Source: an optimization exercise on an open RTL-to-GDS flow (aim: small area). Production flows keep margins and buffers that such runs may drop.
In this exercise RTL edits were held to simulation tests only and were not proved equivalent to the original.
Power and IR drop assume default switching activity.

==> flow/design.v (outline; a module is shown in full before it is edited, if it fits) <==
// module LedMatrix: 903 lines
module LedMatrix (
  output     [34:0]   io_col,
  output     [5:0]    io_row,
  input               bus_write,
  input      [6:0]    bus_address,
  input      [31:0]   bus_writeData,
  input               clk,
  input               reset
);
  // ...
==> flow/flow/run.sh <==
#!/bin/bash
# The standard layout (standard.sh), with one change to synthesis: Yosys's abc call maps the
# combinational logic with flow/area.abc, an area-oriented script, in place of ORFS's speed
# script. Everything else in synth_recipe.tcl (and so every register) is as the standard
# synthesis makes it.
# Port buffers are buf_1 cells.
set -euo pipefail
W=$(pwd)
cat > "$W/own_synth.tcl" <<TCL
# synth_recipe.tcl, with the -script of every abc call pointing at flow/area.abc
proc abc {args} {
  set i [lsearch -exact \$args -script]
  if {\$i >= 0} { lset args [expr {\$i + 1}] $W/flow/area.abc }
  yosys abc {*}\$args
}
source $W/synth_recipe.tcl
TCL
sed "s|SYNTH_SCRIPT=[^ ]*|SYNTH_SCRIPT=$W/own_synth.tcl|" standard.sh > own_standard.sh
grep -q "SYNTH_SCRIPT=$W/own_synth.tcl" own_standard.sh
# port buffers: the smallest buffer (ORFS otherwise picks clkdlybuf4s50_1)
bash own_standard.sh "BUFFER_PORTS_ARGS=-buffer_cell sky130_fd_sc_hd__buf_1" finish > "$W/flow_make.log" 2>&1
==> flow/flow/area.abc <==
strash
&get -n
&dch
&nf -R 1000
&put
strash
&get -n
&dch
&nf -R 1000
&put
==> flow/standard.sh <==
#!/bin/bash
# synth_recipe.tcl (not shown) runs the flow's synth.tcl, then flattens the netlist and writes it again
# the make line also repeats each setting of config.mk as NAME=value (left out here)
make -C /OpenROAD-flow-scripts/flow DESIGN_CONFIG=/design/flow/config.mk WORK_HOME=/design/flow/orfs CLKGATE_MAP_FILE= SYNTH_SCRIPT=/design/flow/synth_recipe.tcl "${@:-finish}"
==> flow/config.mk <==
export PLATFORM = sky130hd
export DESIGN_NAME = LedMatrix
export DESIGN_NICKNAME = LedMatrix
export VERILOG_FILES = /design/flow/design.v
export SDC_FILE = /design/flow/constraint.sdc
export NUM_CORES = 4
export LEC_CHECK = 0
export CAP_MARGIN = 5
export CORE_MARGIN = 2
export CORE_UTILIZATION = 55
export CTS_BUF_LIST = sky130_fd_sc_hd__clkbuf_8
export CTS_CLUSTER_DIAMETER = 100
export CTS_CLUSTER_SIZE = 18
export PLACE_DENSITY = 0.7
export SLEW_MARGIN = 5
==> flow/constraint.sdc <==
create_clock -name core_clock -period 10.0 [get_ports {clk}]
set_input_delay 2.0000 -clock core_clock [delete_from_list [all_inputs] [get_ports {clk}]]
set_output_delay 2.0000 -clock core_clock [all_outputs]
set_load 0.01 [all_outputs]
==> results by group, run 1 <==
Status
  – Outcome: finished clean

CTS
  – Skew-Pair Late Insertion Delay: 780 ps
  – TritonCTS clock tree: done

Power
  – Net Sw Frac: 0.213
  – Sequential power share: 0.707
  – Leak: 0.0204 uW
  – Gate power share: 0.037

Die
  – Initial Util: 0.556
  – Core Rows: 112
  – Core footprint: 0.0933 mm2

Min path
  – HP Class: flip-flop to flip-flop

Final layout
  – Multi-input combinational area share: 0.177
  – Sequential cell area share: 0.742
  – Diodes inserted: 8

Yosys
  – Simple logic cell fraction of the synthesized area: 0.0389
  – Sequential fraction of the synthesis area: 0.809
  – Primary FF master, synth: edfxtp_1
  – Mapped Cells: 2919

GRT
  – Global route total overflow: 0
  – Vias in the first global route: 30500

Placement
  – Dpl hpwl: 71000 um
  – Port Buffers: 74

Critical path
  – Crit. Startpoint: rowHot[1]$_DFFE_PP0P_
  – RR Endpoint: r3[1]$_DFFE_PP_
  – Worst Reg2Reg Path Length in Cells: 9
  – Critical path's top delay family: adder cells
==> run 2: changes to the inputs <==
--- a/flow/design.v
+++ b/flow/design.v
@@ -151,124 +151,133 @@
   wire useHeld = held & ~(bus_write & sameAddr);
   always @(posedge clk or posedge reset) begin
     if (reset) held <= 1'b0;
     else held <= bus_write & addrValid & (clr | useHeld);
   end
   wire [6:0]  wa  = useHeld ? addrQ : bus_address;
   wire        wen = useHeld | bus_write;
   wire [23:0] wd  = clr ? 24'd0 : (useHeld ? dataQ : bus_writeData[23:0]);
+  wire [7:0]  preHi;
+  wire [15:0] preLo;
+  genvar gi;
+  generate for (gi = 0; gi < 8; gi = gi + 1) begin : gPreHi
+    assign preHi[gi] = clr | (wen & (wa[6:4] == gi));
+  end endgenerate
+  generate for (gi = 0; gi < 16; gi = gi + 1) begin : gPreLo
+    assign preLo[gi] = clr | (wa[3:0] == gi);
+  end endgenerate
   always @(posedge clk) begin
-    if (clr || (wen && wa == 7'd0)) r0 <= wd[7:0];
-    if (clr || (wen && wa == 7'd1)) r1 <= wd[7:0];
-    if (clr || (wen && wa == 7'd2)) r2 <= wd[7:0];
-    if (clr || (wen && wa == 7'd3)) r3 <= wd[7:0];
-    if (clr || (wen && wa == 7'd4)) r4 <= wd[7:0];
-    if (clr || (wen && wa == 7'd5)) r5 <= wd[7:0];
-    if (clr || (wen && wa == 7'd6)) r6 <= wd[7:0];
-    if (clr || (wen && wa == 7'd7)) r7 <= wd[7:0];
-    if (clr || (wen && wa == 7'd8)) r8 <= wd[7:0];
-    if (clr || (wen && wa == 7'd9)) r9 <= wd[7:0];
-    if (clr || (wen && wa == 7'd10)) r10 <= wd[7:0];
-    if (clr || (wen && wa == 7'd11)) r11 <= wd[7:0];
-    if (clr || (wen && wa == 7'd12)) r12 <= wd[7:0];
-    if (clr || (wen && wa == 7'd13)) r13 <= wd[7:0];
-    if (clr || (wen && wa == 7'd14)) r14 <= wd[7:0];
-    if (clr || (wen && wa == 7'd15)) r15 <= wd[7:0];
-    if (clr || (wen && wa == 7'd16)) r16 <= wd[7:0];
-    if (clr || (wen && wa == 7'd17)) r17 <= wd[7:0];
-    if (clr || (wen && wa == 7'd18)) r18 <= wd[7:0];
-    if (clr || (wen && wa == 7'd19)) r19 <= wd[7:0];
-    if (clr || (wen && wa == 7'd20)) r20 <= wd[7:0];
-    if (clr || (wen && wa == 7'd21)) r21 <= wd[7:0];
-    if (clr || (wen && wa == 7'd22)) r22 <= wd[7:0];
-    if (clr || (wen && wa == 7'd23)) r23 <= wd[7:0];
-    if (clr || (wen && wa == 7'd24)) r24 <= wd[7:0];
-    if (clr || (wen && wa == 7'd25)) r25 <= wd[7:0];
-    if (clr || (wen && wa == 7'd26)) r26 <= wd[7:0];
-    if (clr || (wen && wa == 7'd27)) r27 <= wd[7:0];
-    if (clr || (wen && wa == 7'd28)) r28 <= wd[7:0];
-    if (clr || (wen && wa == 7'd29)) r29 <= wd[7:0];
-    if (clr || (wen && wa == 7'd30)) r30 <= wd[7:0];
-    if (clr || (wen && wa == 7'd31)) r31 <= wd[7:0];
-    if (clr || (wen && wa == 7'd32)) r32 <= wd[7:0];
-    if (clr || (wen && wa == 7'd33)) r33 <= wd[7:0];
-    if (clr || (wen && wa == 7'd34)) r34 <= wd[7:0];
-    if (clr || (wen && wa == 7'd35)) r35 <= wd[7:0];
-    if (clr || (wen && wa == 7'd36)) r36 <= wd[7:0];
-    if (clr || (wen && wa == 7'd37)) r37 <= wd[7:0];
-    if (clr || (wen && wa == 7'd38)) r38 <= wd[7:0];
-    if (clr || (wen && wa == 7'd39)) r39 <= wd[7:0];
-    if (clr || (wen && wa == 7'd40)) r40 <= wd[7:0];
-    if (clr || (wen && wa == 7'd41)) r41 <= wd[7:0];
-    if (clr || (wen && wa == 7'd42)) r42 <= wd[7:0];
-    if (clr || (wen && wa == 7'd43)) r43 <= wd[7:0];
-    if (clr || (wen && wa == 7'd44)) r44 <= wd[7:0];
-    if (clr || (wen && wa == 7'd45)) r45 <= wd[7:0];
-    if (clr || (wen && wa == 7'd46)) r46 <= wd[7:0];
-    if (clr || (wen && wa == 7'd47)) r47 <= wd[7:0];
-    if (clr || (wen && wa == 7'd48)) r48 <= wd[7:0];
-    if (clr || (wen && wa == 7'd49)) r49 <= wd[7:0];
-    if (clr || (wen && wa == 7'd50)) r50 <= wd[7:0];
-    if (clr || (wen && wa == 7'd51)) r51 <= wd[7:0];
-    if (clr || (wen && wa == 7'd52)) r52 <= wd[7:0];
-    if (clr || (wen && wa == 7'd53)) r53 <= wd[7:0];
-    if (clr || (wen && wa == 7'd54)) r54 <= wd[7:0];
-    if (clr || (wen && wa == 7'd55)) r55 <= wd[7:0];
-    if (clr || (wen && wa == 7'd56)) r56 <= wd[7:0];
-    if (clr || (wen && wa == 7'd57)) r57 <= wd[7:0];
-    if (clr || (wen && wa == 7'd58)) r58 <= wd[7:0];
-    if (clr || (wen && wa == 7'd59)) r59 <= wd[7:0];
-    if (clr || (wen && wa == 7'd60)) r60 <= wd[7:0];
-    if (clr || (wen && wa == 7'd61)) r61 <= wd[7:0];
-    if (clr || (wen && wa == 7'd62)) r62 <= wd[7:0];
-    if (clr || (wen && wa == 7'd63)) r63 <= wd[7:0];
-    if (clr || (wen && wa == 7'd64)) r64 <= wd[7:0];
-    if (clr || (wen && wa == 7'd65)) r65 <= wd[7:0];
-    if (clr || (wen && wa == 7'd66)) r66 <= wd[7:0];
-    if (clr || (wen && wa == 7'd67)) r67 <= wd[7:0];
-    if (clr || (wen && wa == 7'd68)) r68 <= wd[7:0];
-    if (clr || (wen && wa == 7'd69)) r69 <= wd[7:0];
-    if (clr || (wen && wa == 7'd70)) r70 <= wd[7:0];
-    if (clr || (wen && wa == 7'd71)) r71 <= wd[7:0];
-    if (clr || (wen && wa == 7'd72)) r72 <= wd[7:0];
-    if (clr || (wen && wa == 7'd73)) r73 <= wd[15:0];
-    if (clr || (wen && wa == 7'd74)) r74 <= wd[23:0];
-    if (clr || (wen && wa == 7'd75)) r75 <= wd[23:0];
-    if (clr || (wen && wa == 7'd76)) r76 <= wd[23:0];
-    if (clr || (wen && wa == 7'd77)) r77 <= wd[23:0];
-    if (clr || (wen && wa == 7'd78)) r78 <= wd[23:0];
-    if (clr || (wen && wa == 7'd79)) r79 <= wd[23:0];
-    if (clr || (wen && wa == 7'd80)) r80 <= wd[23:0];
-    if (clr || (wen && wa == 7'd81)) r81 <= wd[23:0];
-    if (clr || (wen && wa == 7'd82)) r82 <= wd[23:0];
-    if (clr || (wen && wa == 7'd83)) r83 <= wd[23:0];
-    if (clr || (wen && wa == 7'd84)) r84 <= wd[23:0];
-    if (clr || (wen && wa == 7'd85)) r85 <= wd[23:0];
-    if (clr || (wen && wa == 7'd86)) r86 <= wd[23:0];
-    if (clr || (wen && wa == 7'd87)) r87 <= wd[23:0];
-    if (clr || (wen && wa == 7'd88)) r88 <= wd[23:0];
-    if (clr || (wen && wa == 7'd89)) r89 <= wd[23:0];
-    if (clr || (wen && wa == 7'd90)) r90 <= wd[23:0];
-    if (clr || (wen && wa == 7'd91)) r91 <= wd[23:0];
-    if (clr || (wen && wa == 7'd92)) r92 <= wd[23:0];
-    if (clr || (wen && wa == 7'd93)) r93 <= wd[23:0];
-    if (clr || (wen && wa == 7'd94)) r94 <= wd[23:0];
-    if (clr || (wen && wa == 7'd95)) r95 <= wd[23:0];
-    if (clr || (wen && wa == 7'd96)) r96 <= wd[23:0];
-    if (clr || (wen && wa == 7'd97)) r97 <= wd[23:0];
-    if (clr || (wen && wa == 7'd98)) r98 <= wd[23:0];
-    if (clr || (wen && wa == 7'd99)) r99 <= wd[23:0];
-    if (clr || (wen && wa == 7'd100)) r100 <= wd[23:0];
-    if (clr || (wen && wa == 7'd101)) r101 <= wd[23:0];
-    if (clr || (wen && wa == 7'd102)) r102 <= wd[23:0];
-    if (clr || (wen && wa == 7'd103)) r103 <= wd[23:0];
-    if (clr || (wen && wa == 7'd104)) r104 <= wd[7:0];
-    if (clr || (wen && wa == 7'd105)) r105 <= wd[7:0];
-    if (clr || (wen && wa == 7'd106)) r106 <= wd[7:0];
+    if (preHi[0] & preLo[0]) r0 <= wd[7:0];
+    if (preHi[0] & preLo[1]) r1 <= wd[7:0];
+    if (preHi[0] & preLo[2]) r2 <= wd[7:0];
+    if (preHi[0] & preLo[3]) r3 <= wd[7:0];
+    if (preHi[0] & preLo[4]) r4 <= wd[7:0];
+    if (preHi[0] & preLo[5]) r5 <= wd[7:0];
+    if (preHi[0] & preLo[6]) r6 <= wd[7:0];
+    if (preHi[0] & preLo[7]) r7 <= wd[7:0];
+    if (preHi[0] & preLo[8]) r8 <= wd[7:0];
+    if (preHi[0] & preLo[9]) r9 <= wd[7:0];
+    if (preHi[0] & preLo[10]) r10 <= wd[7:0];
+    if (preHi[0] & preLo[11]) r11 <= wd[7:0];
+    if (preHi[0] & preLo[12]) r12 <= wd[7:0];
+    if (preHi[0] & preLo[13]) r13 <= wd[7:0];
+    if (preHi[0] & preLo[14]) r14 <= wd[7:0];
+    if (preHi[0] & preLo[15]) r15 <= wd[7:0];
+    if (preHi[1] & preLo[0]) r16 <= wd[7:0];
+    if (preHi[1] & preLo[1]) r17 <= wd[7:0];
+    if (preHi[1] & preLo[2]) r18 <= wd[7:0];
+    if (preHi[1] & preLo[3]) r19 <= wd[7:0];
+    if (preHi[1] & preLo[4]) r20 <= wd[7:0];
+    if (preHi[1] & preLo[5]) r21 <= wd[7:0];
+    if (preHi[1] & preLo[6]) r22 <= wd[7:0];
+    if (preHi[1] & preLo[7]) r23 <= wd[7:0];
+    if (preHi[1] & preLo[8]) r24 <= wd[7:0];
+    if (preHi[1] & preLo[9]) r25 <= wd[7:0];
+    if (preHi[1] & preLo[10]) r26 <= wd[7:0];
+    if (preHi[1] & preLo[11]) r27 <= wd[7:0];
+    if (preHi[1] & preLo[12]) r28 <= wd[7:0];
+    if (preHi[1] & preLo[13]) r29 <= wd[7:0];
+    if (preHi[1] & preLo[14]) r30 <= wd[7:0];
+    if (preHi[1] & preLo[15]) r31 <= wd[7:0];
+    if (preHi[2] & preLo[0]) r32 <= wd[7:0];
+    if (preHi[2] & preLo[1]) r33 <= wd[7:0];
+    if (preHi[2] & preLo[2]) r34 <= wd[7:0];
+    if (preHi[2] & preLo[3]) r35 <= wd[7:0];
+    if (preHi[2] & preLo[4]) r36 <= wd[7:0];
+    if (preHi[2] & preLo[5]) r37 <= wd[7:0];
+    if (preHi[2] & preLo[6]) r38 <= wd[7:0];
+    if (preHi[2] & preLo[7]) r39 <= wd[7:0];
+    if (preHi[2] & preLo[8]) r40 <= wd[7:0];
+    if (preHi[2] & preLo[9]) r41 <= wd[7:0];
+    if (preHi[2] & preLo[10]) r42 <= wd[7:0];
+    if (preHi[2] & preLo[11]) r43 <= wd[7:0];
+    if (preHi[2] & preLo[12]) r44 <= wd[7:0];
+    if (preHi[2] & preLo[13]) r45 <= wd[7:0];
+    if (preHi[2] & preLo[14]) r46 <= wd[7:0];
+    if (preHi[2] & preLo[15]) r47 <= wd[7:0];
+    if (preHi[3] & preLo[0]) r48 <= wd[7:0];
+    if (preHi[3] & preLo[1]) r49 <= wd[7:0];
+    if (preHi[3] & preLo[2]) r50 <= wd[7:0];
+    if (preHi[3] & preLo[3]) r51 <= wd[7:0];
+    if (preHi[3] & preLo[4]) r52 <= wd[7:0];
+    if (preHi[3] & preLo[5]) r53 <= wd[7:0];
+    if (preHi[3] & preLo[6]) r54 <= wd[7:0];
+    if (preHi[3] & preLo[7]) r55 <= wd[7:0];
+    if (preHi[3] & preLo[8]) r56 <= wd[7:0];
+    if (preHi[3] & preLo[9]) r57 <= wd[7:0];
+    if (preHi[3] & preLo[10]) r58 <= wd[7:0];
+    if (preHi[3] & preLo[11]) r59 <= wd[7:0];
+    if (preHi[3] & preLo[12]) r60 <= wd[7:0];
+    if (preHi[3] & preLo[13]) r61 <= wd[7:0];
+    if (preHi[3] & preLo[14]) r62 <= wd[7:0];
+    if (preHi[3] & preLo[15]) r63 <= wd[7:0];
+    if (preHi[4] & preLo[0]) r64 <= wd[7:0];
+    if (preHi[4] & preLo[1]) r65 <= wd[7:0];
+    if (preHi[4] & preLo[2]) r66 <= wd[7:0];
+    if (preHi[4] & preLo[3]) r67 <= wd[7:0];
+    if (preHi[4] & preLo[4]) r68 <= wd[7:0];
+    if (preHi[4] & preLo[5]) r69 <= wd[7:0];
+    if (preHi[4] & preLo[6]) r70 <= wd[7:0];
+    if (preHi[4] & preLo[7]) r71 <= wd[7:0];
+    if (preHi[4] & preLo[8]) r72 <= wd[7:0];
+    if (preHi[4] & preLo[9]) r73 <= wd[15:0];
+    if (preHi[4] & preLo[10]) r74 <= wd[23:0];
+    if (preHi[4] & preLo[11]) r75 <= wd[23:0];
+    if (preHi[4] & preLo[12]) r76 <= wd[23:0];
+    if (preHi[4] & preLo[13]) r77 <= wd[23:0];
+    if (preHi[4] & preLo[14]) r78 <= wd[23:0];
+    if (preHi[4] & preLo[15]) r79 <= wd[23:0];
+    if (preHi[5] & preLo[0]) r80 <= wd[23:0];
+    if (preHi[5] & preLo[1]) r81 <= wd[23:0];
+    if (preHi[5] & preLo[2]) r82 <= wd[23:0];
+    if (preHi[5] & preLo[3]) r83 <= wd[23:0];
+    if (preHi[5] & preLo[4]) r84 <= wd[23:0];
+    if (preHi[5] & preLo[5]) r85 <= wd[23:0];
+    if (preHi[5] & preLo[6]) r86 <= wd[23:0];
+    if (preHi[5] & preLo[7]) r87 <= wd[23:0];
+    if (preHi[5] & preLo[8]) r88 <= wd[23:0];
+    if (preHi[5] & preLo[9]) r89 <= wd[23:0];
+    if (preHi[5] & preLo[10]) r90 <= wd[23:0];
+    if (preHi[5] & preLo[11]) r91 <= wd[23:0];
+    if (preHi[5] & preLo[12]) r92 <= wd[23:0];
+    if (preHi[5] & preLo[13]) r93 <= wd[23:0];
+    if (preHi[5] & preLo[14]) r94 <= wd[23:0];
+    if (preHi[5] & preLo[15]) r95 <= wd[23:0];
+    if (preHi[6] & preLo[0]) r96 <= wd[23:0];
+    if (preHi[6] & preLo[1]) r97 <= wd[23:0];
+    if (preHi[6] & preLo[2]) r98 <= wd[23:0];
+    if (preHi[6] & preLo[3]) r99 <= wd[23:0];
+    if (preHi[6] & preLo[4]) r100 <= wd[23:0];
+    if (preHi[6] & preLo[5]) r101 <= wd[23:0];
+    if (preHi[6] & preLo[6]) r102 <= wd[23:0];
+    if (preHi[6] & preLo[7]) r103 <= wd[23:0];
+    if (preHi[6] & preLo[8]) r104 <= wd[7:0];
+    if (preHi[6] & preLo[9]) r105 <= wd[7:0];
+    if (preHi[6] & preLo[10]) r106 <= wd[7:0];
   end
   wire v0 = 1'b1;
   wire v1 = 1'b1;
   wire v2 = 1'b1;
   wire v3 = 1'b1;
   wire v4 = 1'b1;
   wire v5 = 1'b1;
   wire v6 = 1'b1;
==> flow/config.mk (replaced) <==
export PLATFORM = sky130hd
export DESIGN_NAME = LedMatrix
export DESIGN_NICKNAME = LedMatrix
export VERILOG_FILES = /design/flow/design.v
export SDC_FILE = /design/flow/constraint.sdc
export NUM_CORES = 4
export LEC_CHECK = 0
export CAP_MARGIN = 5
export CORE_MARGIN = 2
export CORE_UTILIZATION = 48
export CTS_BUF_LIST = sky130_fd_sc_hd__clkbuf_8
export CTS_CLUSTER_DIAMETER = 100
export CTS_CLUSTER_SIZE = 18
export PLACE_DENSITY = 0.65
export SLEW_MARGIN = 5
==> run 2 against run 1 <==
Against the previous run: still clean on timing, DRC and antenna; first-iteration DRC count is 15% lower; sequential cell count stayed put; cell count is 1.3% higher; synthesized cell count is 1.5% lower; critical endpoint is now io_col[31]; highest routed layer unchanged.
==> results by group, run 2 <==
Yosys
  – Synth Net Count: 2919 (was 2962)
  – Synth top area cells: edfxtp_1 (78%), a222oi_1 (6.3%), maj3_1 (2.4%), nand2_1 (2.4%), a22oi_1 (2.0%) (was edfxtp_1 (78%), a222oi_1 (6.3%), nand2_1 (2.6%), maj3_1 (2.1%), a22oi_1 (2.0%))
  – Flops & latches, synth: 1414 (unchanged)
  – Netlist Area Pre-Place: 0.0517 mm2 (was 0.0518 mm2)
  – Yosys top cell by area: edfxtp_1 (unchanged)
  – Ys Warns: 1 (unchanged)
  – Syn Area/Cell: 18.0 um2 (was 17.8 um2)
  – Top cells by count, synth: edfxtp_1 (1344), nand2_1 (332), a222oi_1 (325), nor2_1 (148), a22oi_1 (136) (was edfxtp_1 (1344), nand2_1 (356), a222oi_1 (326), o21ai_0 (188), a22oi_1 (141))
  – Area share of the largest cell type after synthesis: 0.780 (was 0.778)
  – Synth unique cells: 38 (was 41)
  – Post-synth ARST share: 0.0276 (unchanged)
  – Sequential fraction of the synthesis area: 0.811 (was 0.809)
  – EDFF count, synth: 1344 (unchanged)
  – Primary FF master, synth: edfxtp_1 (unchanged)
  – Mapped Cells: 2876 (was 2919)
  – Count leader, synth: edfxtp_1 (unchanged)

GRT
  – Vias in the first global route: 29600 (was 30500)
  – Initial antenna violation count: 4 (was 8)
  – First-pass GRT wire length: 192000 um (was 195000 um)
  – Global route total overflow: 0 (unchanged)
  – Largest net degree at the start of global routing: 119 (was 120)
  – Tot GR Track Use: 0.234 (was 0.271)

STA
  – Worst Skew: 28.6 ps (was 29.7 ps)
  – TNS Setup: 0 ps (unchanged)
  – Fmax: 135 MHz (was 136 MHz)
  – Final Max Slew Viols: 0 (unchanged)
  – Final setup vio count: 0 (unchanged)
  – Worst Max-Slew Pin Slew: 1330 ps (was 1320 ps)
  – Final worst-path cycle share: 0.741 (was 0.736)
  – Crit path time final: 7410 ps (was 7360 ps)
  – Rel. slew slack: 0.111 (was 0.119)
  – Final hold violations: 0 (unchanged)
  – RSZ-0062 raised after global routing: no (unchanged)

Placement
  – Dpl hpwl: 68700 um (was 71000 um)
  – Port Buffers: 74 (unchanged)
  – Placer Congestion: 0.819 (was 0.812)

Drt
  – DRC Markers: 0 (unchanged)
  – Drt total wl: 131000 um (was 134000 um)
  – TritonRoute pass-1 iters: 11 (was 9)
  – Via density: 6.46 (was 6.81)
  – Routed vias: 29700 (was 30900)
  – DR WL/cell: 28.6 um (was 29.5 um)
  – Starting DRT DRC Count: 4980 (was 5863)
  – Antenna viol nets, final: 0 (unchanged)

Final layout
  – Fill count: 8402 (was 6756)
  – P&R area growth vs syn: 8.94% (was 9.18%)
  – # nets final: 3179 (was 3264)
  – Most frequent cells in the layout: edfxtp_1 (1344), nand2_1 (332), a222oi_1 (325) (was edfxtp_1 (1344), nand2_1 (356), a222oi_1 (326))
  – Share of layout cells above drive strength 1: 0.0892 (was 0.0961)
  – Commonest non-fill, non-tap cell in the layout: edfxtp_1 (unchanged)

Critical path
  – Critical path class: flip-flop to output port (unchanged)
  – Type of origin of the critical path: flip-flop (unchanged)
  – R2r startpoint: addrQ[3]$_DFF_P_ (unchanged)
  – Crit. Startpoint: rowHot[0]$_DFFE_PP1P_ (was rowHot[1]$_DFFE_PP0P_)
  – CP Data Arrival Time: 5410 ps (was 5360 ps)
  – CP Max Fanout: 58 (was 44)
  – Worst Path Required: 8000 ps (about the same)
  – CP Capture Type: output port (unchanged)

CTS
  – Skew-Pair Late Insertion Delay: 770 ps (was 780 ps)
  – CTS Root Cell: clkbuf_8 (unchanged)
  – Post-CTS Setup Inserts: 0 (unchanged)
  – TritonCTS clock tree: done (unchanged)
  – CTS sink cnt: 1414 (unchanged)
  – Cts repair resizes: 0 (unchanged)
  – Clk buf depth: 3 (unchanged)
  – CTS Buf Count: 88 (unchanged)
  – Htree depth: 3 (unchanged)
  – Reg clk slew, reported paths: 110 ps (was 120 ps)
  – Number of hold buffers added after cts: 0 (unchanged)

Die
  – Core Rows: 120 (was 112)
  – Die Span Y: 332 um (was 311 um)
  – Initial Util: 0.483 (was 0.556)
  – Core footprint: 0.107 mm2 (was 0.0933 mm2)
  – Die W: 332 um (was 311 um)
  – Die ar.: 0.110 mm2 (was 0.0967 mm2)
  – IO Count: 83 (unchanged)

Min path
  – HP Class: flip-flop to flip-flop (unchanged)
  – Hold wc startpoint: rowPre[3]$_DFF_PP0_ (was pwmPre[7]$_DFF_PP0_)

Power
  – Pwr Total: 10400 uW (was 10100 uW)
  – PD cells: 184 mW/mm2 (was 178 mW/mm2)
  – Leak: 0.0196 uW (was 0.0204 uW)
  – Worst vdd ir: 0.0849 mV (was 0.102 mV)

Status
  – Outcome: finished clean (unchanged)

Job
  – Max Cap Viol: 0 (unchanged)
==> run 2: cell types whose count changed in the layout (fill, tap and decap cells not counted), moves of 26 or more <==
cell	change
o21ai_0	-84
nor2_2	+29
nor2_1	+50
buf_4	-39
o21ai_2	-30
mux2i_1	+26
==> run 2: cells by family after synthesis <==
logic type,after synthesis,share of synthesized area
buf+inv,31,0.00225
simple gates,538,0.0414
flops,1414,0.811
compound gates,715,0.111
other cells,1,0.0000725
fa+ha+maj,127,0.0246
xor+xnor,16,0.00271
mux,34,0.00663
==> run 2: power breakdown <==
group | internal, uW | switching [uW]
clock network | 865 | 1710
registers | 7150 | 159
logic | 59.8 | 405
total | 8070 | 2280
==> run 2: area by class of cell <==
cell class | instances | area, um2 | area share
sequential | 1414 | 42000 | 0.745
multi-input combinational | 1431 | 9920 | 0.176
tap | 1403 | 1760 | 0.0311
clock buffer | 93 | 1280 | 0.0227
timing repair buffer | 178 | 1110 | 0.0197
clock inverter | 55 | 219 | 0.00388
inverter | 23 | 86.3 | 0.00153
antenna | 3 | 7.51 | 0.000133
==> run 2: worst paths after layout <==
path,endpoint,slack (ps),cells past startpoint
worst max-delay path,io_col[31],2590,12
worst max register to register,r37[3]$_DFFE_PP_,5990,10
max in group asynchronous,npwm[3]$_DFFE_PP1P_,7970,3
worst min-delay path,rowPre[4]$_DFF_PP0_,390,0
worst min register to register,rowPre[4]$_DFF_PP0_,390,0
min in group asynchronous,rowPre[6]$_DFF_PP0_,1240,2
==> run 2: worst max-delay path, cell delays in order (launching register included) <==
cell and delay, ps:
dfstp_4 690, buf_4 450, a222oi_1 410, nand3_1 140
maj3_1 380, maj3_1 370, maj3_1 360, maj3_1 380
maj3_1 370, maj3_1 370, maj3_1 430, clkinv_1 70
buf_1 140
==> run 2: routing by layer <==
metal	share of wire	GRT usage	vias to the layer above
li1	-	-	12700
met3	0.11	0.0498	171
met2	0.47	0.382	1700
met5	0.00016	0	-
met4	0.021	0.0603	4
met1	0.39	0.323	15100
==> run 2: through the flow <==
step | setup WS, ps | hold slack, ps | utilization | std cells | area [um2]
final | 2590 | 393 | 0.527 | 4600 | 56400
after global routing | 2430 | 398 | 0.527 | 4598 | 56400
after CTS | 2570 | 395 | 0.526 | 4596 | 56300
after floorplan | 1100 | 421 | - | 2876 | 51700
after global placement | 3470 | 352 | 0.512 | 4448 | 54800
after detailed placement | 3440 | 367 | 0.512 | 4448 | 54800
==> run 3: changes to the inputs <==
--- a/flow/config.mk
+++ b/flow/config.mk
@@ -8,8 +8,8 @@
 export CAP_MARGIN = 5
 export CORE_MARGIN = 2
-export CORE_UTILIZATION = 48
+export CORE_UTILIZATION = 65
 export CTS_BUF_LIST = sky130_fd_sc_hd__clkbuf_8
 export CTS_CLUSTER_DIAMETER = 100
 export CTS_CLUSTER_SIZE = 18
-export PLACE_DENSITY = 0.65
+export PLACE_DENSITY = 0.75
 export SLEW_MARGIN = 5
==> run 3 against run 2 <==
Against the previous run: still clean; register-to-register slack lost 40 ps; design area shrank 0.80%; sequential cell count is the same; clock skew shrank 7.1 ps; clock-buffer cell count is the same; combinational power shrank 2%; critical endpoint unchanged; synthesized cell count is the same; via count grew 1.6%; critical path depth is the same; non-clock buffer count grew 3; die area shrank 26%; cell count shrank 7.5%.
==> results by group, run 3 <==
STA
  – TNS Setup: 0 ps (unchanged)
  – Final Max Slew Viols: 0 (unchanged)
  – Crit path time final: 7390 ps (was 7410 ps)
  – Worst Skew: 21.5 ps (was 28.6 ps)
  – Final setup vio count: 0 (unchanged)
  – Final worst-path cycle share: 0.739 (was 0.741)
  – RSZ-0062 raised after global routing: no (unchanged)
  – Worst Max-Slew Pin Slew: 1270 ps (was 1330 ps)
  – Rel. slew slack: 0.153 (was 0.111)
  – Fmax: 135 MHz (about the same)
  – Final hold violations: 0 (unchanged)

CTS
  – CTS sink cnt: 1414 (unchanged)
  – Cts repair resizes: 0 (unchanged)
  – CTS Root Cell: clkbuf_8 (unchanged)
  – Clk buf depth: 3 (unchanged)
  – Skew-Pair Late Insertion Delay: 750 ps (was 770 ps)
  – Htree depth: 3 (unchanged)
  – Number of hold buffers added after cts: 0 (unchanged)
  – CTS Buf Count: 88 (unchanged)
  – Post-CTS Setup Inserts: 0 (unchanged)
  – TritonCTS clock tree: done (unchanged)
  – Reg clk slew, reported paths: 100 ps (was 110 ps)

Final layout
  – Commonest non-fill, non-tap cell in the layout: edfxtp_1 (unchanged)
  – Share of layout cells above drive strength 1: 0.0882 (was 0.0892)
  – Layout Cell Area excl Fill: 0.0559 mm2 (was 0.0564 mm2)
  – Most frequent cells in the layout: edfxtp_1 (1344), nand2_1 (332), a222oi_1 (325) (unchanged)
  – # nets final: 3182 (was 3179)
  – P&R area growth vs syn: 8.07% (was 8.94%)

Drt
  – DR WL/cell: 29.5 um (was 28.6 um)
  – Antenna viol nets, final: 0 (unchanged)
  – TritonRoute pass-1 iters: 8 (was 11)
  – Starting DRT DRC Count: 5589 (was 4980)
  – DR top layer: met4 (was met5)
  – Routed vias: 30200 (was 29700)
  – Detailed route wirelength on metal2: 61100 um (was 62200 um)
  – DRC Markers: 0 (unchanged)
  – Met1 WL: 46300 um (was 51800 um)
  – Via density: 7.09 (was 6.46)
  – Drt total wl: 125000 um (was 131000 um)
  – Metal3 WL: 14800 um (about the same)

Die
  – Core footprint: 0.0789 mm2 (was 0.107 mm2)
  – Initial Util: 0.656 (was 0.483)
  – Die ar.: 0.0819 mm2 (was 0.110 mm2)
  – Core Rows: 103 (was 120)
  – Die Span Y: 286 um (was 332 um)
  – Die W: 286 um (was 332 um)
  – IO Count: 83 (unchanged)

Critical path
  – Critical path class: flip-flop to output port (unchanged)
  – Worst Path Required: 8000 ps (about the same)
  – Worst Reg2Reg Path Length in Cells: 10 (unchanged)
  – CP Max Fanout: 40 (was 58)
  – CP Capture Type: output port (unchanged)
  – RR Endpoint: r23[5]$_DFFE_PP_ (was r37[3]$_DFFE_PP_)
  – Reg2Reg Setup Slack: 5950 ps (was 5990 ps)
  – Type of origin of the critical path: flip-flop (unchanged)
  – R2r startpoint: addrQ[3]$_DFF_P_ (unchanged)
  – CP Data Arrival Time: 5390 ps (was 5410 ps)

Yosys
  – Count leader, synth: edfxtp_1 (unchanged)
  – Sequential fraction of the synthesis area: 0.811 (unchanged)
  – Flops & latches, synth: 1414 (unchanged)
  – Synth top area cells: edfxtp_1 (78%), a222oi_1 (6.3%), maj3_1 (2.4%), nand2_1 (2.4%), a22oi_1 (2.0%) (unchanged)
  – Synth unique cells: 38 (unchanged)
  – EDFF count, synth: 1344 (unchanged)
  – Yosys top cell by area: edfxtp_1 (unchanged)
  – Synth Net Count: 2919 (unchanged)
  – Ys Warns: 1 (unchanged)
  – Netlist Area Pre-Place: 0.0517 mm2 (unchanged)
  – Post-synth ARST share: 0.0276 (unchanged)
  – Area share of the largest cell type after synthesis: 0.780 (unchanged)
  – Primary FF master, synth: edfxtp_1 (unchanged)
  – Mapped Cells: 2876 (unchanged)
  – Syn Area/Cell: 18.0 um2 (unchanged)
  – Top cells by count, synth: edfxtp_1 (1344), nand2_1 (332), a222oi_1 (325), nor2_1 (148), a22oi_1 (136) (unchanged)

Min path
  – Hold wc startpoint: rowPre[3]$_DFF_PP0_ (unchanged)
  – WHS Endpoint: rowPre[4]$_DFF_PP0_ (unchanged)
  – Hold depth: 0 (unchanged)
  – HP Class: flip-flop to flip-flop (unchanged)

Power
  – PD cells: 184 mW/mm2 (about the same)
  – Leak: 0.0196 uW (about the same)
  – Worst vdd ir: 0.131 mV (was 0.0849 mV)

Job
  – Max Cap Viol: 0 (unchanged)

GRT
  – Vias in the first global route: 29900 (was 29600)
  – Tot GR Track Use: 0.307 (was 0.234)
  – Global route total overflow: 0 (unchanged)
  – First-pass GRT wire length: 186000 um (was 192000 um)
  – Initial antenna violation count: 7 (was 4)
  – Largest net degree at the start of global routing: 109 (was 119)

Placement
  – Port Buffers: 74 (unchanged)
  – Placed cell area: 0.0544 mm2 (was 0.0548 mm2)
  – Dpl hpwl: 66100 um (was 68700 um)
  – Placer Congestion: 0.790 (was 0.819)

Status
  – Outcome: finished clean (unchanged)
[run 3: kinds of logic after synthesis]
| group | synth area share |
|---|---|
| DFF | 0.811 |
| other | 0.0000725 |
| AOI/OAI and AO/OA | 0.111 |
| adders and majority gates | 0.0246 |
| buffers and inverters | 0.00225 |
| xor gates and xnor gates | 0.00271 |
| and+or+nand+nor | 0.0414 |
| muxes | 0.00663 |
[run 3: how the worst max path moves through the flow]
stage                          startpoint              end  slack [ps]  depth (start not counted)
floorplan                  bus_address[1]  r0[0]$_DFFE_PP_        1100                          6
global placement    rowHot[4]$_DFFE_PP0P_       io_col[31]        3480                         12
detailed placement  rowHot[4]$_DFFE_PP0P_       io_col[31]        3480                         12
CTS                 rowHot[4]$_DFFE_PP0P_       io_col[31]        2660                         12
global route        rowHot[4]$_DFFE_PP0P_       io_col[31]        2450                         12
finish              rowHot[4]$_DFFE_PP0P_       io_col[31]        2610                         12
[run 3: metrics by stage]
| stage | util | hold WS [ps] | std cells | total power, uW | setup WS [ps] |
|---|---|---|---|---|---|
| finish | 0.709 | 384 | 4253 | 10300 | 2610 |
| global route | 0.709 | 402 | 4252 | 10600 | 2450 |
| CTS | 0.709 | 390 | 4245 | 10300 | 2660 |
| detailed placement | 0.690 | 362 | 4098 | 7900 | 3480 |
| global placement | 0.690 | 356 | 4098 | 7830 | 3480 |
| floorplan | - | 421 | 2876 | 7620 | 1100 |
[run 3: layout make-up]
type	instances	area, um2
flip-flops and latches	1414	42000
multi-input cells	1431	9890
diodes	7	17.5
well taps	1050	1310
inverters	23	86.3
clock inverters	54	215
clock buffers	93	1280
repair buffers	181	1130
fillers	4764	22900
[run 3: report_power, final]
part           switching [uW]  leakage, uW  internal, uW  total (uW)
sequential                165       0.0147          7150        7320
clock                    1680     0.000945           865        2550
combinational             394      0.00404          59.6         454
[run 3: critical path, stage by stage (launching register included)]
cell and delay (ps):
dfrtp_4 770, buf_4 410, a222oi_1 400, nand2_1 100
maj3_1 360, maj3_1 360, maj3_1 360, maj3_1 380
maj3_1 380, maj3_1 410, maj3_1 370, clkinv_1 100
buf_1 160
[run 3: per-layer routing]
metal,up-vias,track usage
met5,-,0
met3,209,0.0504
li1,12700,-
met2,2126,0.503
met4,0,0.0835
met1,15100,0.435
==> run 4: changes to the inputs <==
--- a/flow/config.mk
+++ b/flow/config.mk
@@ -8,8 +8,8 @@
 export CAP_MARGIN = 5
 export CORE_MARGIN = 2
-export CORE_UTILIZATION = 65
+export CORE_UTILIZATION = 55
 export CTS_BUF_LIST = sky130_fd_sc_hd__clkbuf_8
 export CTS_CLUSTER_DIAMETER = 100
 export CTS_CLUSTER_SIZE = 18
-export PLACE_DENSITY = 0.75
+export PLACE_DENSITY = 0.7
 export SLEW_MARGIN = 5
==> run 4 against run 3 <==
Against the previous run: still clean on timing, DRC and antenna; register-to-register slack got worse by 50 ps; first-iteration DRC count decreased by 9.0%; sequential share of layout area is 0.34 points lower; combinational power increased by 3%; clock power hardly changed; sequential cell count stayed put; worst setup slack gained 19 ps; sequential power barely moved; maximum frequency increased by 0.26%; total power rose by 0.37%; routed wire length is 4.1% higher; critical endpoint unchanged; largest cell class unchanged; highest routed layer unchanged.
==> results by group, run 4 <==
Status
  – Outcome: finished clean (unchanged)

GRT
  – Global route total overflow: 0 (unchanged)
  – First-pass GRT wire length: 191000 um (was 186000 um)
  – Vias in the first global route: 29900 (about the same)
  – Tot GR Track Use: 0.265 (was 0.307)
  – Initial antenna violation count: 2 (was 7)
  – Largest net degree at the start of global routing: 117 (was 109)

Job
  – Max Cap Viol: 0 (unchanged)

Drt
  – DRC Markers: 0 (unchanged)
  – Drt total wl: 130000 um (was 125000 um)
  – DR WL/cell: 29.3 um (was 29.5 um)
  – Antenna viol nets, final: 0 (unchanged)
  – Via density: 6.79 (was 7.09)
  – Starting DRT DRC Count: 5087 (was 5589)
  – TritonRoute pass-1 iters: 10 (was 8)
  – Routed vias: 30200 (about the same)

Final layout
  – P&R area growth vs syn: 8.55% (was 8.07%)
  – # nets final: 3185 (was 3182)
  – Core Util, Final: 0.602 (was 0.709)
  – Area of the multi-input gates: 0.00990 mm2 (was 0.00989 mm2)
  – Most frequent cells in the layout: edfxtp_1 (1344), nand2_1 (332), a222oi_1 (325) (unchanged)
  – Fill count: 6748 (was 4764)
  – Commonest non-fill, non-tap cell in the layout: edfxtp_1 (unchanged)
  – Share of layout cells above drive strength 1: 0.0900 (was 0.0882)
  – Post-Layout Cell Count: 4444 (was 4253)
  – Layout Cell Area excl Fill: 0.0562 mm2 (was 0.0559 mm2)
  – Sequential cell area: 0.0420 mm2 (unchanged)

CTS
  – Reg clk slew, reported paths: 110 ps (was 100 ps)
  – Clk buf depth: 3 (unchanged)
  – Number of hold buffers added after cts: 0 (unchanged)
  – TritonCTS clock tree: done (unchanged)
  – Htree depth: 3 (unchanged)
  – Post-CTS Setup Inserts: 0 (unchanged)
  – CTS Root Cell: clkbuf_8 (unchanged)
  – Cts repair resizes: 0 (unchanged)
  – CTS sink cnt: 1414 (unchanged)
  – CTS Buf Count: 88 (unchanged)
  – Skew-Pair Late Insertion Delay: 770 ps (was 750 ps)

Yosys
  – Post-synth ARST share: 0.0276 (unchanged)
  – Primary FF master, synth: edfxtp_1 (unchanged)
  – Mapped Cells: 2876 (unchanged)
  – Flops & latches, synth: 1414 (unchanged)
  – Count leader, synth: edfxtp_1 (unchanged)
  – Synth top area cells: edfxtp_1 (78%), a222oi_1 (6.3%), maj3_1 (2.4%), nand2_1 (2.4%), a22oi_1 (2.0%) (unchanged)
  – Area share of the largest cell type after synthesis: 0.780 (unchanged)
  – Netlist Area Pre-Place: 0.0517 mm2 (unchanged)
  – EDFF count, synth: 1344 (unchanged)
  – Syn Area/Cell: 18.0 um2 (unchanged)
  – Yosys top cell by area: edfxtp_1 (unchanged)
  – Sequential fraction of the synthesis area: 0.811 (unchanged)
  – Ys Warns: 1 (unchanged)
  – Top cells by count, synth: edfxtp_1 (1344), nand2_1 (332), a222oi_1 (325), nor2_1 (148), a22oi_1 (136) (unchanged)
  – Synth Net Count: 2919 (unchanged)
  – Synth unique cells: 38 (unchanged)

Die
  – Die Span Y: 311 um (was 286 um)
  – Die W: 311 um (was 286 um)
  – Initial Util: 0.554 (was 0.656)
  – Core footprint: 0.0933 mm2 (was 0.0789 mm2)
  – IO Count: 83 (unchanged)
  – Core Rows: 112 (was 103)
  – Die ar.: 0.0966 mm2 (was 0.0819 mm2)

Placement
  – Placed Instances: 4306 (was 4098)
  – Placer Congestion: 0.794 (was 0.790)
  – Dpl hpwl: 68600 um (was 66100 um)
  – Port Buffers: 74 (unchanged)
  – Placed cell area: 0.0547 mm2 (was 0.0544 mm2)

Critical path
  – Type of origin of the critical path: flip-flop (unchanged)
  – CP Data Arrival Time: 5370 ps (was 5390 ps)
  – CP Max Fanout: 92 (was 40)
  – R2r startpoint: addrQ[2]$_DFF_P_ (was addrQ[3]$_DFF_P_)
  – CP Capture Type: output port (unchanged)
  – Crit. Startpoint: rowHot[1]$_DFFE_PP0P_ (was rowHot[4]$_DFFE_PP0P_)
  – Worst Path Required: 8000 ps (about the same)
  – Critical path class: flip-flop to output port (unchanged)

STA
  – Final worst-path cycle share: 0.737 (was 0.739)
  – Final Max Slew Viols: 0 (unchanged)
  – TNS Setup: 0 ps (unchanged)
  – Worst Max-Slew Pin Slew: 1240 ps (was 1270 ps)
  – Rel. slew slack: 0.171 (was 0.153)
  – Final hold violations: 0 (unchanged)
  – Fmax: 136 MHz (was 135 MHz)
  – RSZ-0062 raised after global routing: no (unchanged)
  – Worst Skew: 37.4 ps (was 21.5 ps)
  – Crit path time final: 7370 ps (was 7390 ps)
  – Final setup vio count: 0 (unchanged)

Power
  – PD cells: 184 mW/mm2 (about the same)
  – Pwr Total: 10400 uW (was 10300 uW)
  – Worst vdd ir: 0.120 mV (was 0.131 mV)
  – Leak: 0.0196 uW (about the same)

Min path
  – Hold wc startpoint: pwmPre[10]$_DFF_PP0_ (was rowPre[3]$_DFF_PP0_)
  – HP Class: flip-flop to flip-flop (unchanged)
==> run 4: final timing paths <==
kind	endpoint	slack, ps	cells after the start
setup / recovery	io_col[31]	2630	12
hold / removal	pwmPre[11]$_DFF_PP0_	390	0
setup reg to reg	r36[6]$_DFFE_PP_	5900	10
hold reg to reg	pwmPre[11]$_DFF_PP0_	390	0
max in group asynchronous	rowHot[3]$_DFFE_PP0P_	7930	3
min in group asynchronous	held$_DFF_PP0_	1110	2
==> run 4: kinds of logic after synthesis <==
family | synth area share
xor gates and xnor gates | 0.00271
muxes | 0.00663
AOI/OAI and AO/OA | 0.111
adders and majority gates | 0.0246
and+or+nand+nor | 0.0414
DFF | 0.811
other | 0.0000725
buffers and inverters | 0.00225
==> run 4: area by class of cell <==
cell class / count / share of cell area
clock buffer: 92 / 0.0225
tap: 1254 / 0.0279
multi-input combinational: 1431 / 0.176
timing repair buffer: 184 / 0.0205
clock inverter: 45 / 0.00365
antenna: 1 / 0.0000445
sequential: 1414 / 0.748
inverter: 23 / 0.00154
==> run 4: metrics by stage <==
stage               worst slack, ps  hold slack (ps)
global placement               3450              361
CTS                            2610              396
floorplan                      1100              421
global route                   2450              404
finish                         2630              388
detailed placement             3460              368
==> run 4: power by group <==
| group | leakage [uW] | internal, uW | total [uW] | switching, uW |
|---|---|---|---|---|
| clock | 0.000903 | 877 | 2580 | 1700 |
| sequential | 0.0147 | 7150 | 7310 | 162 |
| combinational | 0.00405 | 60.5 | 466 | 405 |
==> run 4: layer usage <==
layer,wire (um),global-route usage,part of all wire
met1,50300,0.374,0.39
met2,62300,0.429,0.48
met3,14000,0.0453,0.11
met4,3770,0.0770,0.029
met5,0,0,0
==> run 4: worst max-delay path, cell delays in order, from the launching register on <==
cell      delay [ps]
dfrtp_4          780
buf_12           370
a222oi_1         390
nand2_1          100
maj3_1           340
maj3_1           370
maj3_1           380
maj3_1           380
maj3_1           360
maj3_1           370
maj3_1           440
clkinv_1          90
buf_1            150
==> run 5: changes to the inputs <==
--- a/flow/config.mk
+++ b/flow/config.mk
@@ -9,5 +9,5 @@
 export CORE_MARGIN = 2
 export CORE_UTILIZATION = 55
-export CTS_BUF_LIST = sky130_fd_sc_hd__clkbuf_8
+export CTS_BUF_LIST = sky130_fd_sc_hd__clkbuf_8 sky130_fd_sc_hd__clkbuf_16
 export CTS_CLUSTER_DIAMETER = 100
 export CTS_CLUSTER_SIZE = 18
==> run 5 against run 4 <==
Against the previous run: sequential share of layout area down 1.4 points; worst setup slack improved by 120 ps; still clean; hold slack lost 5.9 ps; first-iteration DRC count up 4.6%; maximum frequency rose by 1.7%; total power is 8.9% higher; sequential cell count unchanged; design area rose by 1.9%; register-to-register slack better by 40 ps; non-clock buffer count stayed put; highest routed layer unchanged.
==> results by group, run 5 <==
Drt
  – Routed vias: 30100 (was 30200)
  – Starting DRT DRC Count: 5322 (was 5087)
  – Antenna viol nets, final: 0 (unchanged)
  – DRC Markers: 0 (unchanged)
  – Drt total wl: 131000 um (was 130000 um)
  – Via density: 6.78 (was 6.79)
  – DR WL/cell: 29.4 um (was 29.3 um)
  – TritonRoute pass-1 iters: 8 (was 10)

Yosys
  – Count leader, synth: edfxtp_1 (unchanged)
  – Synth unique cells: 38 (unchanged)
  – Ys Warns: 1 (unchanged)
  – Top cells by count, synth: edfxtp_1 (1344), nand2_1 (332), a222oi_1 (325), nor2_1 (148), a22oi_1 (136) (unchanged)
  – EDFF count, synth: 1344 (unchanged)
  – Sequential fraction of the synthesis area: 0.811 (unchanged)
  – Netlist Area Pre-Place: 0.0517 mm2 (unchanged)
  – Synth top area cells: edfxtp_1 (78%), a222oi_1 (6.3%), maj3_1 (2.4%), nand2_1 (2.4%), a22oi_1 (2.0%) (unchanged)
  – Syn Area/Cell: 18.0 um2 (unchanged)
  – Post-synth ARST share: 0.0276 (unchanged)
  – Yosys top cell by area: edfxtp_1 (unchanged)
  – Area share of the largest cell type after synthesis: 0.780 (unchanged)
  – Synth Net Count: 2919 (unchanged)
  – Mapped Cells: 2876 (unchanged)
  – Flops & latches, synth: 1414 (unchanged)
  – Primary FF master, synth: edfxtp_1 (unchanged)

Final layout
  – P&R area growth vs syn: 10.6% (was 8.55%)
  – Layout Cell Area excl Fill: 0.0572 mm2 (was 0.0562 mm2)
  – # nets final: 3185 (unchanged)
  – Share of layout cells above drive strength 1: 0.0900 (unchanged)
  – Commonest non-fill, non-tap cell in the layout: edfxtp_1 (unchanged)
  – Most frequent cells in the layout: edfxtp_1 (1344), nand2_1 (332), a222oi_1 (325) (unchanged)
  – Core Util, Final: 0.613 (was 0.602)
  – Post-Layout Cell Count: 4444 (unchanged)

CTS
  – CTS Buf Count: 88 (unchanged)
  – TritonCTS clock tree: done (unchanged)
  – CTS Root Cell: clkbuf_16 (was clkbuf_8)
  – Reg clk slew, reported paths: 80 ps (was 110 ps)
  – Number of hold buffers added after cts: 0 (unchanged)
  – CTS sink cnt: 1414 (unchanged)
  – Post-CTS Setup Inserts: 0 (unchanged)
  – Htree depth: 3 (unchanged)
  – Cts repair resizes: 0 (unchanged)
  – Skew-Pair Late Insertion Delay: 670 ps (was 770 ps)
  – Clk buf depth: 3 (unchanged)

Die
  – Initial Util: 0.554 (unchanged)
  – Core footprint: 0.0933 mm2 (unchanged)
  – Core Rows: 112 (unchanged)
  – Die ar.: 0.0966 mm2 (unchanged)
  – Die Span Y: 311 um (unchanged)
  – Die W: 311 um (unchanged)
  – IO Count: 83 (unchanged)

GRT
  – First-pass GRT wire length: 192000 um (was 191000 um)
  – Initial antenna violation count: 3 (was 2)
  – Tot GR Track Use: 0.266 (was 0.265)
  – Vias in the first global route: 30000 (was 29900)
  – Largest net degree at the start of global routing: 117 (unchanged)
  – Global route total overflow: 0 (unchanged)

Min path
  – WHS Endpoint: pwmPre[11]$_DFF_PP0_ (unchanged)
  – Hold wc startpoint: pwmPre[10]$_DFF_PP0_ (unchanged)
  – Hold depth: 0 (unchanged)
  – HP Class: flip-flop to flip-flop (unchanged)

STA
  – Worst Skew: 21.2 ps (was 37.4 ps)
  – TNS Setup: 0 ps (unchanged)
  – WHS: 382 ps (was 388 ps)
  – Final setup vio count: 0 (unchanged)
  – Worst Max-Slew Pin Slew: 1290 ps (was 1240 ps)
  – Rel. slew slack: 0.141 (was 0.171)
  – Final Max Slew Viols: 0 (unchanged)
  – RSZ-0062 raised after global routing: no (unchanged)
  – Crit path time final: 7250 ps (was 7370 ps)
  – Fmax: 138 MHz (was 136 MHz)
  – Final hold violations: 0 (unchanged)
  – Final worst-path cycle share: 0.725 (was 0.737)

Critical path
  – Worst Reg2Reg Path Length in Cells: 10 (unchanged)
  – Most frequent CP cell: maj3_1 (unchanged)
  – Reg2Reg Setup Slack: 5940 ps (was 5900 ps)
  – R2r startpoint: addrQ[2]$_DFF_P_ (unchanged)
  – Critical path class: flip-flop to output port (unchanged)
  – WP buf/inv: 3 (unchanged)
  – CP Max Fanout: 116 (was 92)
  – RR Endpoint: r36[7]$_DFFE_PP_ (was r36[6]$_DFFE_PP_)
  – Worst Path Required: 8000 ps (about the same)
  – Critical path's top delay family: adder cells (unchanged)
  – CP Capture Type: output port (unchanged)
  – Crit path cell chain: buf_12 > a222oi_1 > nand3_1 > maj3_1 > maj3_1 > maj3_1 > maj3_1 > maj3_1 > maj3_1 > maj3_1 > clkinv_1 > buf_1 (was buf_12 > a222oi_1 > nand2_1 > maj3_1 > maj3_1 > maj3_1 > maj3_1 > maj3_1 > maj3_1 > maj3_1 > clkinv_1 > buf_1)
  – CP Data Arrival Time: 5250 ps (was 5370 ps)
  – Type of origin of the critical path: flip-flop (unchanged)
  – CP max stage delay: 620 ps (was 780 ps)
  – CP max stage cell: dfstp_4 (was dfrtp_4)

Job
  – Max Cap Viol: 0 (unchanged)

Power
  – PD cells: 197 mW/mm2 (was 184 mW/mm2)
  – Leak: 0.0201 uW (was 0.0196 uW)
  – Worst vdd ir: 0.154 mV (was 0.120 mV)

Status
  – Outcome: finished clean (unchanged)

Placement
  – Placed Instances: 4306 (unchanged)
  – Placer Congestion: 0.794 (unchanged)
  – Port Buffers: 74 (unchanged)
  – Dpl hpwl: 68600 um (unchanged)
  – Placed cell area: 0.0547 mm2 (unchanged)
run 5: area by class of cell:
cell class,instances,area (um2)
tap,1254,1570
clock buffer,92,2300
multi-input combinational,1431,9900
clock inverter,45,214
antenna,1,2.50
inverter,23,86.3
sequential,1414,42000
timing repair buffer,184,1150
fill,6624,36100
run 5: metal layers:
layer  global-route usage  wire length (um)  vias to the layer above
met2                0.426             62000                     1837
met4               0.0885              4300                        0
met3               0.0498             14400                      219
met5                    0                 0                        -
li1                     -                 -                    12800
met1                0.373             50100                    15300
run 5: stage by stage:
stage | total power, uW | setup slack [ps]
6_report | 11300 | 2750
4_1_cts | 11300 | 2740
3_3_place_gp | 7850 | 3450
2_1_floorplan | 7620 | 1100
3_5_place_dp | 7910 | 3460
5_1_grt | 11600 | 2580
run 5: worst max-delay path by stage:
| stage | slack, ps | end | startpoint | depth (start not counted) |
|---|---|---|---|---|
| global placement | 3450 | io_col[31] | rowHot[1]$_DFFE_PP0P_ | 12 |
| floorplan | 1100 | r0[0]$_DFFE_PP_ | bus_address[1] | 6 |
| detailed placement | 3460 | io_col[31] | rowHot[1]$_DFFE_PP0P_ | 12 |
| CTS | 2740 | io_col[31] | rowHot[1]$_DFFE_PP0P_ | 12 |
| global route | 2580 | io_col[10] | rowHot[4]$_DFFE_PP0P_ | 12 |
| finish | 2750 | io_col[31] | rowHot[0]$_DFFE_PP1P_ | 12 |
run 5: cell families (layout without fill, tap and decap cells):
family,after synthesis,in the layout,synth area share
adders and majority gates,127,127,0.0246
DFF,1414,1414,0.811
xor gates and xnor gates,16,16,0.00271
AOI/OAI and AO/OA,715,715,0.111
muxes,34,34,0.00663
buffers and inverters,31,344,0.00225
other,1,2,0.0000725
and+or+nand+nor,538,538,0.0414
run 5: report_power, final:
part / internal (uW) / switching, uW / total, uW
combinational: 60.5 / 405 / 465
clock: 1680 / 1820 / 3500
sequential: 7150 / 162 / 7310
total: 8890 / 2390 / 11300

## what the ideal ports hide
The results above use ideal ports. As a check the final layouts listed here were re-extracted and re-timed, cells and wires unchanged. Step 1 assumes that a clkbuf_16 drives the clock port and a buf_2 every other input. Step 2, shift: input delay + t, output delay - t, t = (earliest + latest rising clock arrival at the registers) / 2. This alone moves slack from input paths to output paths. Slacks: no drivers / after step 1 / after step 2; pairs: no drivers / after step 1.
run | t (ns) | slack for setup (ns) | latest minus earliest clock arrival (ns)
run 1 | 0.826 | 2.636 / 2.568 / 3.394 | 0.046 / 0.045
run 2 | 0.809 | 2.590 / 2.528 / 3.337 | 0.039 / 0.039
run 3 | 0.801 | 2.611 / 2.543 / 3.344 | 0.028 / 0.029
run 4 | 0.826 | 2.630 / 2.559 / 3.385 | 0.049 / 0.049
run 5 | 0.730 | 2.750 / 2.682 / 3.412 | 0.029 / 0.029
After both steps setup and hold are still met in every run listed.
